What follows belongs to an exercise in optimizing a design on an open flow for small area, a short achievable clock period and few clock cycles; a production flow would make more cautious choices.
Where RTL was checked, it was by simulation tests only, not by an equivalence proof against the original.

==> v16: inputs <==
==> flow/design.v (excerpt) <==
module fft8_top #(
parameter N= 8,
parameter WIDTH= 12,
parameter FRACTION = 8
)(
input  wire clk,
input  wire rst,
input  wire start,
input  wire load,
input  wire [$clog2(N)-1:0] load_addr,
input  wire signed [WIDTH-1:0] data_in_re,
input  wire signed [WIDTH-1:0] data_in_im,
input  wire [$clog2(N)-1:0] out_addr,
output reg  done,
output reg  signed [WIDTH-1:0] data_out_re,
output reg  signed [WIDTH-1:0] data_out_im
);
reg fresh;    
reg ph1;      
always @(posedge clk or posedge rst) begin
    if (rst) begin
        done  <= 1'b0;
        ph1   <= 1'b0;
        fresh <= 1'b1;
    end else begin
        ph1  <= start;
        done <= ph1;
        if (start) fresh <= 1'b1;
        else if (load) fresh <= 1'b0;
    end
end
wire [2:0]  e   = load_addr;
wire        clr = load & fresh;
wire [11:0] xr  = data_in_re & {12{load}};
wire [11:0] xi  = data_in_im & {12{load}};
wire [11:0] ar_ = e[2] ? xi : xr, ai_ = e[2] ? xr : xi;
wire [11:0] br_ = e[1] ? xi : xr, bi_ = e[1] ? xr : xi;
wire [11:0] blr = br_ & {12{~e[2]}}, bli = bi_ & {12{~e[2]}};
wire [11:0] bhr = br_ & {12{e[2]}},  bhi = bi_ & {12{e[2]}};
wire n4   = load & e[2];
wire n2r  = load & e[1];                    
wire n2i  = load & (e[2] ^ e[1]);
  ...
Settings: LEC_CHECK=0, ABC_AREA=1, CAP_MARGIN=20, CORE_MARGIN=2, CORE_UTILIZATION=50, SLEW_MARGIN=20, SYNTH_HIERARCHICAL=1, SYNTH_MINIMUM_KEEP_SIZE=0; clock period 15.0 ns.
standard.sh (not shown) runs the stock make flow with config.mk's settings and CLKGATE_MAP_FILE= SYNTH_SCRIPT=/design/flow/synth_recipe.tcl, a recipe that flattens the netlist after the stock synthesis.
==> flow/flow/run.sh <==
#!/bin/bash
# Standard layout (the standard.sh: standard synthesis, floorplan, place,
# CTS, route, finish), with the timing repair asked to leave 7.75 ns of setup
# slack at the design's clock period.  The constraints are unchanged.
set -euo pipefail
bash standard.sh SETUP_SLACK_MARGIN=7.75 finish > standard_flow.log 2>&1
==> inputs of v27, as changes to v16 <==
--- a/flow/design.v
+++ b/flow/design.v
@@ -1,16 +1,44 @@
 module fa1 (input wire a, input wire b, input wire c, output wire s, output wire co);
     assign s  = a ^ b ^ c;
     assign co = (a & b) | (c & (a ^ b));
 endmodule
 module ha1 (input wire a, input wire b, output wire s, output wire co);
     assign s  = a ^ b;
     assign co = a & b;
 endmodule
+module add13 (input wire [12:0] a, input wire [12:0] b, input wire ci, output wire [12:0] s);
+    assign s = a + b + ci;
+endmodule
+module add12 (input wire [11:0] a, input wire [11:0] b, input wire ci, output wire [11:0] s);
+    assign s = a + b + ci;
+endmodule
+module cy8 (input wire [7:0] a, input wire [7:0] b, output wire co);
+    wire [8:0] t = a + b;
+    assign co = t[8];
+endmodule
+module omux8 (input wire d0, input wire d1, input wire d2, input wire d3,
+              input wire d4, input wire d5, input wire d6, input wire d7,
+              input wire [2:0] s, output wire y);
+    reg r;
+    always @(*) begin
+        case (s)
+            3'd0: r = d0;
+            3'd1: r = d1;
+            3'd2: r = d2;
+            3'd3: r = d3;
+            3'd4: r = d4;
+            3'd5: r = d5;
+            3'd6: r = d6;
+            default: r = d7;
+        endcase
+    end
+    assign y = r;
+endmodule
 module fft8_top #(
 parameter N= 8,
 parameter WIDTH= 12,
 parameter FRACTION = 8
 )(
 input  wire clk,
 input  wire rst,
 input  wire start,
@@ -335,18 +363,19 @@
 wire [5:0] ur_c = {pend[8] & (&acc[8][10:6]), pend[8] & (&acc[8][9:6]), pend[8] & (&acc[8][8:6]), pend[8] & (&acc[8][7:6]), pend[8] & acc[8][6], pend[8]};
 wire [11:0] ur = {acc[8][11:6] ^ ur_c, acc[8][5:0]};
 wire [5:0] ui_c = {pend[9] & (&acc[9][10:6]), pend[9] & (&acc[9][9:6]), pend[9] & (&acc[9][8:6]), pend[9] & (&acc[9][7:6]), pend[9] & acc[9][6], pend[9]};
 wire [11:0] ui = {acc[9][11:6] ^ ui_c, acc[9][5:0]};
 wire [5:0] vr_c = {pend[10] & (&acc[10][10:6]), pend[10] & (&acc[10][9:6]), pend[10] & (&acc[10][8:6]), pend[10] & (&acc[10][7:6]), pend[10] & acc[10][6], pend[10]};
 wire [11:0] vr = {acc[10][11:6] ^ vr_c, acc[10][5:0]};
 wire [5:0] vi_c = {pend[11] & (&acc[11][10:6]), pend[11] & (&acc[11][9:6]), pend[11] & (&acc[11][8:6]), pend[11] & (&acc[11][7:6]), pend[11] & acc[11][6], pend[11]};
 wire [11:0] vi = {acc[11][11:6] ^ vi_c, acc[11][5:0]};
-wire [12:0] S = {vr[11], vr} + {vi[11], vi};
-wire [12:0] D = {vi[11], vi} - {vr[11], vr};
+wire [12:0] S, D;
+add13 AS (.a({vr[11], vr}), .b({vi[11], vi}), .ci(1'b0), .s(S));
+add13 AD (.a(~{vr[11], vr}), .b({vi[11], vi}), .ci(1'b1), .s(D));
 wire adjS = ph1 & (|S[7:0]);
 wire adjD = ph1 & (|D[7:0]);
 wire TS_hs1, TS_hc1; ha1 H1 (.a(S[7]), .b(S[5]), .s(TS_hs1), .co(TS_hc1));
 wire TS_s193, TS_c193; fa1 F193 (.a(S[8]), .b(S[6]), .c(S[4]), .s(TS_s193), .co(TS_c193));
 wire TS_s194, TS_c194; fa1 F194 (.a(S[9]), .b(S[7]), .c(S[5]), .s(TS_s194), .co(TS_c194));
 wire TS_s195, TS_c195; fa1 F195 (.a(S[10]), .b(S[8]), .c(S[6]), .s(TS_s195), .co(TS_c195));
 wire TS_s196, TS_c196; fa1 F196 (.a(S[11]), .b(S[9]), .c(S[7]), .s(TS_s196), .co(TS_c196));
 wire TS_s197, TS_c197; fa1 F197 (.a(S[12]), .b(S[10]), .c(S[8]), .s(TS_s197), .co(TS_c197));
@@ -372,18 +401,17 @@
 wire TS_s215, TS_c215; fa1 F215 (.a(TS_c203), .b(TS_s204), .c(S[4]), .s(TS_s215), .co(TS_c215));
 wire TS_s216, TS_c216; fa1 F216 (.a(TS_c204), .b(TS_s205), .c(S[5]), .s(TS_s216), .co(TS_c216));
 wire TS_s217, TS_c217; fa1 F217 (.a(TS_c205), .b(TS_s206), .c(S[12]), .s(TS_s217), .co(TS_c217));
 wire TS_s218, TS_c218; fa1 F218 (.a(TS_c206), .b(TS_s207), .c(S[7]), .s(TS_s218), .co(TS_c218));
 wire TS_s219, TS_c219; fa1 F219 (.a(TS_c207), .b(TS_s208), .c(S[12]), .s(TS_s219), .co(TS_c219));
 wire TS_s220, TS_c220; fa1 F220 (.a(TS_c208), .b(S[11]), .c(S[9]), .s(TS_s220), .co(TS_c220));
 wire [19:0] Sr0 = {1'b0, S[11], TS_c220, TS_c219, TS_c218, TS_c217, TS_c216, TS_c215, TS_c214, TS_c213, TS_c212, TS_c211, TS_c210, TS_c209, TS_hc3, TS_hs3, S[3], S[2], S[1], S[0]};
 wire [19:0] Sr1 = {1'b0, S[12], S[10], TS_s220, TS_s219, TS_s218, TS_s217, TS_s216, TS_s215, TS_s214, TS_s213, TS_s212, TS_s211, TS_s210, TS_s209, S[0], S[1], S[0], 1'b0, 1'b0};
-wire [8:0] Slo = Sr0[7:0] + Sr1[7:0];
-wire Sc8 = Slo[8];
+wire Sc8; cy8 LS (.a(Sr0[7:0]), .b(Sr1[7:0]), .co(Sc8));
 wire [11:0] Sh0 = Sr0[19:8], Sh1 = Sr1[19:8];
 wire [11:0] Sn0 = ~Sh0, Sn1 = ~Sh1;
 wire CSa_s221, CSa_c221; fa1 F221 (.a(ur[0]), .b(Sh0[0]), .c(Sh1[0]), .s(CSa_s221), .co(CSa_c221));
 wire CSb_s222, CSb_c222; fa1 F222 (.a(ur[0]), .b(Sn0[0]), .c(Sn1[0]), .s(CSb_s222), .co(CSb_c222));
 wire CSa_s223, CSa_c223; fa1 F223 (.a(ur[1]), .b(Sh0[1]), .c(Sh1[1]), .s(CSa_s223), .co(CSa_c223));
 wire CSb_s224, CSb_c224; fa1 F224 (.a(ur[1]), .b(Sn0[1]), .c(Sn1[1]), .s(CSb_s224), .co(CSb_c224));
 wire CSa_s225, CSa_c225; fa1 F225 (.a(ur[2]), .b(Sh0[2]), .c(Sh1[2]), .s(CSa_s225), .co(CSa_c225));
 wire CSb_s226, CSb_c226; fa1 F226 (.a(ur[2]), .b(Sn0[2]), .c(Sn1[2]), .s(CSb_s226), .co(CSb_c226));
@@ -404,18 +432,19 @@
 wire CSa_s241, CSa_c241; fa1 F241 (.a(ur[10]), .b(Sh0[10]), .c(Sh1[10]), .s(CSa_s241), .co(CSa_c241));
 wire CSb_s242, CSb_c242; fa1 F242 (.a(ur[10]), .b(Sn0[10]), .c(Sn1[10]), .s(CSb_s242), .co(CSb_c242));
 wire CSa_s243, CSa_c243; fa1 F243 (.a(ur[11]), .b(Sh0[11]), .c(Sh1[11]), .s(CSa_s243), .co(CSa_c243));
 wire CSb_s244, CSb_c244; fa1 F244 (.a(ur[11]), .b(Sn0[11]), .c(Sn1[11]), .s(CSb_s244), .co(CSb_c244));
 wire [11:0] Sas = {CSa_s243, CSa_s241, CSa_s239, CSa_s237, CSa_s235, CSa_s233, CSa_s231, CSa_s229, CSa_s227, CSa_s225, CSa_s223, CSa_s221};
 wire [11:0] Sac = {CSa_c241, CSa_c239, CSa_c237, CSa_c235, CSa_c233, CSa_c231, CSa_c229, CSa_c227, CSa_c225, CSa_c223, CSa_c221, adjS};
 wire [11:0] Sbs = {CSb_s244, CSb_s242, CSb_s240, CSb_s238, CSb_s236, CSb_s234, CSb_s232, CSb_s230, CSb_s228, CSb_s226, CSb_s224, CSb_s222};
 wire [11:0] Sbc = {CSb_c242, CSb_c240, CSb_c238, CSb_c236, CSb_c234, CSb_c232, CSb_c230, CSb_c228, CSb_c226, CSb_c224, CSb_c222, ~adjS};
-wire [11:0] tar = Sas + Sac + Sc8;
-wire [11:0] tbr = Sbs + Sbc + !Sc8;
+wire [11:0] tar, tbr;
+add12 FAS (.a(Sas), .b(Sac), .ci(Sc8), .s(tar));
+add12 FBS (.a(Sbs), .b(Sbc), .ci(!Sc8), .s(tbr));
 wire TD_hs4, TD_hc4; ha1 H4 (.a(D[7]), .b(D[5]), .s(TD_hs4), .co(TD_hc4));
 wire TD_s245, TD_c245; fa1 F245 (.a(D[8]), .b(D[6]), .c(D[4]), .s(TD_s245), .co(TD_c245));
 wire TD_s246, TD_c246; fa1 F246 (.a(D[9]), .b(D[7]), .c(D[5]), .s(TD_s246), .co(TD_c246));
 wire TD_s247, TD_c247; fa1 F247 (.a(D[10]), .b(D[8]), .c(D[6]), .s(TD_s247), .co(TD_c247));
 wire TD_s248, TD_c248; fa1 F248 (.a(D[11]), .b(D[9]), .c(D[7]), .s(TD_s248), .co(TD_c248));
 wire TD_s249, TD_c249; fa1 F249 (.a(D[12]), .b(D[10]), .c(D[8]), .s(TD_s249), .co(TD_c249));
 wire TD_s250, TD_c250; fa1 F250 (.a(D[11]), .b(D[9]), .c(D[8]), .s(TD_s250), .co(TD_c250));
 wire TD_hs5, TD_hc5; ha1 H5 (.a(D[5]), .b(D[3]), .s(TD_hs5), .co(TD_hc5));
@@ -439,18 +468,17 @@
 wire TD_s267, TD_c267; fa1 F267 (.a(TD_c255), .b(TD_s256), .c(D[4]), .s(TD_s267), .co(TD_c267));
 wire TD_s268, TD_c268; fa1 F268 (.a(TD_c256), .b(TD_s257), .c(D[5]), .s(TD_s268), .co(TD_c268));
 wire TD_s269, TD_c269; fa1 F269 (.a(TD_c257), .b(TD_s258), .c(D[12]), .s(TD_s269), .co(TD_c269));
 wire TD_s270, TD_c270; fa1 F270 (.a(TD_c258), .b(TD_s259), .c(D[7]), .s(TD_s270), .co(TD_c270));
 wire TD_s271, TD_c271; fa1 F271 (.a(TD_c259), .b(TD_s260), .c(D[12]), .s(TD_s271), .co(TD_c271));
 wire TD_s272, TD_c272; fa1 F272 (.a(TD_c260), .b(D[11]), .c(D[9]), .s(TD_s272), .co(TD_c272));
 wire [19:0] Dr0 = {1'b0, D[11], TD_c272, TD_c271, TD_c270, TD_c269, TD_c268, TD_c267, TD_c266, TD_c265, TD_c264, TD_c263, TD_c262, TD_c261, TD_hc6, TD_hs6, D[3], D[2], D[1], D[0]};
 wire [19:0] Dr1 = {1'b0, D[12], D[10], TD_s272, TD_s271, TD_s270, TD_s269, TD_s268, TD_s267, TD_s266, TD_s265, TD_s264, TD_s263, TD_s262, TD_s261, D[0], D[1], D[0], 1'b0, 1'b0};
-wire [8:0] Dlo = Dr0[7:0] + Dr1[7:0];
-wire Dc8 = Dlo[8];
+wire Dc8; cy8 LD (.a(Dr0[7:0]), .b(Dr1[7:0]), .co(Dc8));
 wire [11:0] Dh0 = Dr0[19:8], Dh1 = Dr1[19:8];
 wire [11:0] Dn0 = ~Dh0, Dn1 = ~Dh1;
 wire CDa_s273, CDa_c273; fa1 F273 (.a(ui[0]), .b(Dh0[0]), .c(Dh1[0]), .s(CDa_s273), .co(CDa_c273));
 wire CDb_s274, CDb_c274; fa1 F274 (.a(ui[0]), .b(Dn0[0]), .c(Dn1[0]), .s(CDb_s274), .co(CDb_c274));
 wire CDa_s275, CDa_c275; fa1 F275 (.a(ui[1]), .b(Dh0[1]), .c(Dh1[1]), .s(CDa_s275), .co(CDa_c275));
 wire CDb_s276, CDb_c276; fa1 F276 (.a(ui[1]), .b(Dn0[1]), .c(Dn1[1]), .s(CDb_s276), .co(CDb_c276));
 wire CDa_s277, CDa_c277; fa1 F277 (.a(ui[2]), .b(Dh0[2]), .c(Dh1[2]), .s(CDa_s277), .co(CDa_c277));
 wire CDb_s278, CDb_c278; fa1 F278 (.a(ui[2]), .b(Dn0[2]), .c(Dn1[2]), .s(CDb_s278), .co(CDb_c278));
@@ -471,18 +499,19 @@
 wire CDa_s293, CDa_c293; fa1 F293 (.a(ui[10]), .b(Dh0[10]), .c(Dh1[10]), .s(CDa_s293), .co(CDa_c293));
 wire CDb_s294, CDb_c294; fa1 F294 (.a(ui[10]), .b(Dn0[10]), .c(Dn1[10]), .s(CDb_s294), .co(CDb_c294));
 wire CDa_s295, CDa_c295; fa1 F295 (.a(ui[11]), .b(Dh0[11]), .c(Dh1[11]), .s(CDa_s295), .co(CDa_c295));
 wire CDb_s296, CDb_c296; fa1 F296 (.a(ui[11]), .b(Dn0[11]), .c(Dn1[11]), .s(CDb_s296), .co(CDb_c296));
 wire [11:0] Das = {CDa_s295, CDa_s293, CDa_s291, CDa_s289, CDa_s287, CDa_s285, CDa_s283, CDa_s281, CDa_s279, CDa_s277, CDa_s275, CDa_s273};
 wire [11:0] Dac = {CDa_c293, CDa_c291, CDa_c289, CDa_c287, CDa_c285, CDa_c283, CDa_c281, CDa_c279, CDa_c277, CDa_c275, CDa_c273, adjD};
 wire [11:0] Dbs = {CDb_s296, CDb_s294, CDb_s292, CDb_s290, CDb_s288, CDb_s286, CDb_s284, CDb_s282, CDb_s280, CDb_s278, CDb_s276, CDb_s274};
 wire [11:0] Dbc = {CDb_c294, CDb_c292, CDb_c290, CDb_c288, CDb_c286, CDb_c284, CDb_c282, CDb_c280, CDb_c278, CDb_c276, CDb_c274, ~adjD};
-wire [11:0] tai = Das + Dac + Dc8;
-wire [11:0] tbi = Dbs + Dbc + !Dc8;
+wire [11:0] tai, tbi;
+add12 FAD (.a(Das), .b(Dac), .ci(Dc8), .s(tai));
+add12 FBD (.a(Dbs), .b(Dbc), .ci(!Dc8), .s(tbi));
 always @(posedge clk) begin
     pend <= npend;
     acc[0] <= nxt[0]; acc[1] <= nxt[1]; acc[2] <= nxt[2]; acc[3] <= nxt[3];
     acc[4] <= nxt[4]; acc[5] <= nxt[5]; acc[6] <= nxt[6]; acc[7] <= nxt[7];
     if (start) begin
         acc[12] <= tar;     acc[13] <= tai;
         acc[14] <= tbr;     acc[15] <= tbi;
         acc[8]  <= nxt[13]; acc[9]  <= nxt[12];
@@ -494,21 +523,23 @@
         acc[14] <= nxt[14]; acc[15] <= nxt[15];
     end else begin
         acc[8]  <= nxt[8];  acc[9]  <= nxt[9];
         acc[10] <= nxt[10]; acc[11] <= nxt[11];
         acc[12] <= nxt[12]; acc[13] <= nxt[13];
         acc[14] <= nxt[14]; acc[15] <= nxt[15];
     end
 end
+wire [11:0] ore, oim;
+genvar gi;
+generate for (gi = 0; gi < 12; gi = gi + 1) begin : om
+    omux8 OR_ (.d0(acc[0][gi]), .d1(acc[12][gi]), .d2(acc[2][gi]), .d3(acc[8][gi]),
+               .d4(acc[4][gi]), .d5(acc[14][gi]), .d6(acc[6][gi]), .d7(acc[10][gi]),
+               .s(out_addr), .y(ore[gi]));
+    omux8 OI_ (.d0(acc[1][gi]), .d1(acc[13][gi]), .d2(acc[3][gi]), .d3(acc[9][gi]),
+               .d4(acc[5][gi]), .d5(acc[15][gi]), .d6(acc[7][gi]), .d7(acc[11][gi]),
+               .s(out_addr), .y(oim[gi]));
+end endgenerate
 always @(*) begin
-    case (out_addr)
-        3'd0: begin data_out_re = acc[0];  data_out_im = acc[1];  end
-        3'd1: begin data_out_re = acc[12]; data_out_im = acc[13]; end
-        3'd2: begin data_out_re = acc[2];  data_out_im = acc[3];  end
-        3'd3: begin data_out_re = acc[8];  data_out_im = acc[9];  end
-        3'd4: begin data_out_re = acc[4];  data_out_im = acc[5];  end
-        3'd5: begin data_out_re = acc[14]; data_out_im = acc[15]; end
-        3'd6: begin data_out_re = acc[6];  data_out_im = acc[7];  end
-        default: begin data_out_re = acc[10]; data_out_im = acc[11]; end
-    endcase
+    data_out_re = ore;
+    data_out_im = oim;
 end
 endmodule
==> flow/flow/run.sh (replaced) <==
#!/bin/bash
# Standard layout (the standard.sh: standard synthesis, floorplan, place,
# CTS, route, finish), with the timing repair asked to leave 7.5 ns of setup
# slack at the design's clock period.  The constraints are unchanged.
set -euo pipefail
bash standard.sh SETUP_SLACK_MARGIN=7.5 finish > standard_flow.log 2>&1
- CORE_UTILIZATION: 50 -> 40
==> comparison table <==
| metric | v16 | v27 |
|---|---|---|
| Setup repair after global routing missed its margin | true | false |
| Number of global-route vias before repair | 19,216 | 21,006 |
| Worst Path Max Fanout | 6 | 18 |
| Fraction of layout instances using a drive strength above 1 | 6.15% | 3.96% |
| Count of filler cells inserted in the layout | 4,010 | 6,151 |
| Non-clock buffer count | 118 | 81 |
| Post-synth cell types | 38 | 25 |
| Reg2Reg Depth | 25 | 23 |
| Layout Area Growth over Synthesis | 12.9% | 9.16% |
| Max Fclk | 0.137 GHz | 0.134 GHz |
| GRT Resource Usage Total | 36.5% | 27.0% |
| Met2 track demand over resource | 58.4% | 41.3% |
| Global-route wire length before repair | 119,000 um | 128,000 um |
| PostCTS Resize Cnt | 146 | 16 |
| Result of the run | no timing/DRC/antenna violations | no timing/DRC/antenna violations |
| Via count of the routed design | 19,237 | 22,450 |
Testbench counts of v16, summed over its fixed seeds: cycles 5,760.
No functional check of the RTL was part of v27.

-- what the ideal ports hide --
Ports are ideal in the flow. The routed layouts listed here were re-timed in OpenROAD.
Step 1, drivers: a clkbuf_16 drives clk and a buf_2 each remaining input, both assumed.
Step 2 also shifts input and output timing later by t, the mid clock arrival at the registers, as if the neighbouring blocks saw the same clock.
Slacks: ideal ports / drivers / drivers and shift; pairs: ideal ports / drivers.
run | shift t [ns] | setup WS [ns] | worst data-port slew with drivers (ns)
v16 | 0.621 | 7.725 / 7.633 / 7.275 | 0.09
v27 | 0.609 | 7.564 / 7.444 / 6.989 | 0.17
After both steps every run listed still meets setup and hold. The setup slack of v27, which loses most, moves by -0.120 ns with the drivers and by -0.575 ns with both steps.
